Context: an optimization exercise on an open-source flow, tuned for small area and a short achievable clock period. The choices shown serve that exercise and are no tape-out recipe. The RTL was checked by simulation tests, not by an equivalence proof against the original design.

// MAC
module MAC(A,B,out,clk,reset);
  input [15:0] A,B;
  input clk,reset;
  output [35:0] out;
  reg [35:0] x;
  reg [35:0] y;
  wire [35:0] acc = out;
  wire [35:0] nx, ny;
  reg cr;    
  wire ncr;
  wire na0, nb0;
  INV uia0 (A[0], na0);
  INV uib0 (B[0], nb0);
  wire na1, nb1;
  INV uia1 (A[1], na1);
  INV uib1 (B[1], nb1);
  wire na2, nb2;
  INV uia2 (A[2], na2);
  INV uib2 (B[2], nb2);
  wire na3, nb3;
  INV uia3 (A[3], na3);
  INV uib3 (B[3], nb3);
  wire na4, nb4;
  INV uia4 (A[4], na4);
  INV uib4 (B[4], nb4);
  wire na5, nb5;
  INV uia5 (A[5], na5);
  INV uib5 (B[5], nb5);
  wire na6, nb6;
  INV uia6 (A[6], na6);
  INV uib6 (B[6], nb6);
  wire na7, nb7;
  INV uia7 (A[7], na7);
  INV uib7 (B[7], nb7);
  wire na8, nb8;
  INV uia8 (A[8], na8);
  INV uib8 (B[8], nb8);
  wire na9, nb9;
  INV uia9 (A[9], na9);
  INV uib9 (B[9], nb9);
  wire na10, nb10;
  INV uia10 (A[10], na10);
  INV uib10 (B[10], nb10);
  wire na11, nb11;
  INV uia11 (A[11], na11);
  INV uib11 (B[11], nb11);
  wire na12, nb12;
  INV uia12 (A[12], na12);
  INV uib12 (B[12], nb12);
  wire na13, nb13;
  INV uia13 (A[13], na13);
  INV uib13 (B[13], nb13);
  wire na14, nb14;
  INV uia14 (A[14], na14);
  INV uib14 (B[14], nb14);
  wire na15, nb15;
  INV uia15 (A[15], na15);
  INV uib15 (B[15], nb15);
  wire pp_0_0 = ~(na0 | nb0);
  wire pp_0_1 = ~(na0 | nb1);
  wire pp_0_2 = ~(na0 | nb2);
  wire pp_0_3 = ~(na0 | nb3);
  wire pp_0_4 = ~(na0 | nb4);
  wire pp_0_5 = ~(na0 | nb5);
  wire pp_0_6 = ~(na0 | nb6);
  wire pp_0_7 = ~(na0 | nb7);
  wire pp_0_8 = ~(na0 | nb8);
  wire pp_0_9 = ~(na0 | nb9);
  wire pp_0_10 = ~(na0 | nb10);
  wire pp_0_11 = ~(na0 | nb11);
  wire pp_0_12 = ~(na0 | nb12);
  wire pp_0_13 = ~(na0 | nb13);
  wire pp_0_14 = ~(na0 | nb14);
  wire pp_0_15 = ~(na0 | nb15);
  wire pp_1_0 = ~(na1 | nb0);
  wire pp_1_1 = ~(na1 | nb1);
  ...
Size: ~880 cells after synthesis, roughly 63 flip-flops, ~70 I/O pins.
Settings: LEC_CHECK=0, CAP_MARGIN=20, CORE_MARGIN=2, CORE_UTILIZATION=60, PLACE_DENSITY=0.8, SLEW_MARGIN=20, SYNTH_HIERARCHICAL=1; clock period 18.0 ns.
standard.sh (not shown) runs the stock make flow with config.mk's settings and CLKGATE_MAP_FILE= SYNTH_SCRIPT=/design/flow/synth_recipe.tcl, a recipe that flattens the netlist after the stock synthesis.
==> flow/flow/run.sh <==
#!/bin/bash
# The standard layout (standard.sh: standard synthesis and ORFS flow, SDC unchanged),
# with a hook after repair_design that sizes the port buffers and the operand inverters
# (hooks.tcl); knobs.sh holds the cell choices. make's output goes to make_flow.log, each
# ORFS step's log to orfs/logs/.
set -euo pipefail
HERE=$(cd "$(dirname "$0")" && pwd)
source "$HERE/knobs.sh"
export PORT_BUF_IN PORT_BUF_OUT OPND_INV DOWNSIZE HOOK_MARGIN
EXTRA=()
if [[ -n "${CTS_ARGS_K:-}" ]]; then EXTRA+=("CTS_ARGS=$CTS_ARGS_K"); fi
bash standard.sh BUFFER_PORTS_ARGS="-buffer_cell $PORT_BUF_IN" POST_RESIZE_TCL="$HERE/hooks.tcl" SETUP_SLACK_MARGIN=$MARGIN ${EXTRA[@]+"${EXTRA[@]}"} finish > make_flow.log 2>&1
==> flow/flow/knobs.sh <==
PORT_BUF_IN=sky130_fd_sc_hd__buf_1
PORT_BUF_OUT=sky130_fd_sc_hd__buf_2
OPND_INV=sky130_fd_sc_hd__inv_4
MARGIN=0
DOWNSIZE=1
HOOK_MARGIN=0
CTS_ARGS_K="-sink_clustering_enable -repair_clock_nets -dont_use_dummy_load -buf_list sky130_fd_sc_hd__clkbuf_8 -sink_clustering_size 20 -sink_clustering_max_diameter 120"
Other scripts of this flow, unchanged in this note and not shown: flow/flow/hooks.tcl
The baseline went through all stages and came out clean.
Rerun with:
==> flow/flow/knobs.sh (replaced) <==
PORT_BUF_IN=sky130_fd_sc_hd__buf_1
PORT_BUF_OUT=sky130_fd_sc_hd__buf_2
OPND_INV=sky130_fd_sc_hd__inv_4
MARGIN=0
DOWNSIZE=0
HOOK_MARGIN=0
CTS_ARGS_K="-sink_clustering_enable -repair_clock_nets -dont_use_dummy_load -buf_list {sky130_fd_sc_hd__clkbuf_4 sky130_fd_sc_hd__clkbuf_8} -sink_clustering_size 10"
- CORE_UTILIZATION: 60 -> 40
- PLACE_DENSITY: 0.8 -> unset
Sequential cell count is unchanged. Non-clock buffer count increases by 4. Worst setup slack degrades by 0.098 ns.
Rerun with:
==> flow/flow/knobs.sh (replaced) <==
PORT_BUF_IN=sky130_fd_sc_hd__buf_1
PORT_BUF_OUT=sky130_fd_sc_hd__buf_2
OPND_INV=sky130_fd_sc_hd__inv_4
MARGIN=0
DOWNSIZE=0
HOOK_MARGIN=0
CTS_ARGS_K="-sink_clustering_enable -repair_clock_nets -dont_use_dummy_load -buf_list sky130_fd_sc_hd__clkbuf_8"
- CORE_UTILIZATION: 40 -> 75
- PLACE_DENSITY: unset -> 0.9
After rerunning:
- The changed run finished with timing, DRC and antenna clean
- count of clock-buffer cells in the layout stays the same
- design area falls by a few percent
- non-clock buffer count falls by 5
- worst setup slack is worse by 0.10 ns
- synthesized area stays the same
- routed wire length falls slightly
- register-to-register slack is worse by 0.17 ns
- utilization rises by 35 points
- clock skew falls by 0.018 ns
- via count rises by a little under a tenth
Rerun with:
--- a/flow/flow/run.sh
+++ b/flow/flow/run.sh
@@ -10,3 +10 @@
-EXTRA=()
-if [[ -n "${CTS_ARGS_K:-}" ]]; then EXTRA+=("CTS_ARGS=$CTS_ARGS_K"); fi
-bash standard.sh BUFFER_PORTS_ARGS="-buffer_cell $PORT_BUF_IN" POST_RESIZE_TCL="$HERE/hooks.tcl" SETUP_SLACK_MARGIN=$MARGIN ${EXTRA[@]+"${EXTRA[@]}"} finish > make_flow.log 2>&1
+bash standard.sh BUFFER_PORTS_ARGS="-buffer_cell $PORT_BUF_IN" POST_RESIZE_TCL="$HERE/hooks.tcl" SETUP_SLACK_MARGIN=$MARGIN finish > make_flow.log 2>&1
==> flow/flow/knobs.sh (replaced) <==
PORT_BUF_IN=sky130_fd_sc_hd__buf_1
PORT_BUF_OUT=sky130_fd_sc_hd__buf_2
OPND_INV=sky130_fd_sc_hd__inv_4
MARGIN=0
DOWNSIZE=0
HOOK_MARGIN=0
- CORE_UTILIZATION: 75 -> 40
- PLACE_DENSITY: 0.9 -> unset
The new run ran to the end with no violations. Die area came out higher by 84%. Worst setup slack improved by 0.085 ns. Non-clock buffer count increases by 5. Count of clock-buffer cells in the layout does not change. Synthesized cell count does not change. Core utilization drops by 34 points. Synthesized area is unchanged. Clock skew goes down by 0.0055 ns. Wire length goes up by 1.9%. Sequential cell count does not change.
Rerun with:
--- a/flow/flow/run.sh
+++ b/flow/flow/run.sh
@@ -10 +10,3 @@
-bash standard.sh BUFFER_PORTS_ARGS="-buffer_cell $PORT_BUF_IN" POST_RESIZE_TCL="$HERE/hooks.tcl" SETUP_SLACK_MARGIN=$MARGIN finish > make_flow.log 2>&1
+EXTRA=()
+if [[ -n "${CTS_ARGS_K:-}" ]]; then EXTRA+=("CTS_ARGS=$CTS_ARGS_K"); fi
+bash standard.sh BUFFER_PORTS_ARGS="-buffer_cell $PORT_BUF_IN" POST_RESIZE_TCL="$HERE/hooks.tcl" SETUP_SLACK_MARGIN=$MARGIN ${EXTRA[@]+"${EXTRA[@]}"} finish > make_flow.log 2>&1
==> flow/flow/knobs.sh (replaced) <==
PORT_BUF_IN=sky130_fd_sc_hd__buf_1
PORT_BUF_OUT=sky130_fd_sc_hd__buf_1
OPND_INV=sky130_fd_sc_hd__inv_2
MARGIN=0
DOWNSIZE=0
HOOK_MARGIN=0
CTS_ARGS_K="-sink_clustering_enable -repair_clock_nets -dont_use_dummy_load -buf_list sky130_fd_sc_hd__clkbuf_8"
- CORE_UTILIZATION: 40 -> 60
- PLACE_DENSITY: unset -> 0.8
Result: The changed run finished clean; worst hold slack is about the same; synthesized area is unchanged; via count goes up by 0.77%; flip-flop and latch count does not change.
Rerun with:
--- a/flow/flow/knobs.sh
+++ b/flow/flow/knobs.sh
@@ -2,2 +2,2 @@
-PORT_BUF_OUT=sky130_fd_sc_hd__buf_1
-OPND_INV=sky130_fd_sc_hd__inv_2
+PORT_BUF_OUT=sky130_fd_sc_hd__buf_2
+OPND_INV=sky130_fd_sc_hd__inv_4
- CORE_UTILIZATION: 60 -> 40
- PLACE_DENSITY: 0.8 -> unset
- die area rises by 48%
- worst setup slack is better by 0.026 ns
- flip-flop and latch count does not change
- clock skew rises by 0.012 ns
- final area rises by 3.2%
- maximum frequency rises by about 0.4%
- via count falls by 1.4%

==> separate check: timing with driven ports <==
Ports are ideal in the flow. The routed layouts listed here were re-timed in OpenROAD. Step 1 (the two cells are an assumption about what drives the block):
set clk [get_ports {clk}]
set_driving_cell -lib_cell sky130_fd_sc_hd__clkbuf_16 $clk
set_driving_cell -lib_cell sky130_fd_sc_hd__buf_2 [delete_from_list [all_inputs] $clk]
Step 2 also shifts input and output timing later by t, the mid clock arrival at the registers, as if the neighbouring blocks saw the same clock. a / b / c = ideal ports / drivers / drivers and shift; a / b = the first two.
run	t (ns)	setup WS [ns]	hold slack, ns	cell pins on the clock port's net
the first run	0.386	11.371 / 11.345 / 11.003	0.458 / 0.458 / 0.458	1
the second run	0.409	11.273 / 11.228 / 10.907	0.459 / 0.459 / 0.459	1
the third run	0.393	11.172 / 11.138 / 10.969	0.471 / 0.471 / 0.471	1
the fourth run	0.389	11.258 / 11.217 / 10.892	0.458 / 0.458 / 0.458	1
the fifth run	0.379	11.247 / 11.232 / 10.877	0.460 / 0.460 / 0.460	1
the sixth run	0.409	11.273 / 11.228 / 10.907	0.459 / 0.459 / 0.459	1
After both steps setup and hold are still met in every run listed. The setup slack of the fifth run, which loses most, moves by -0.015 ns with the drivers and by -0.370 ns with both steps.
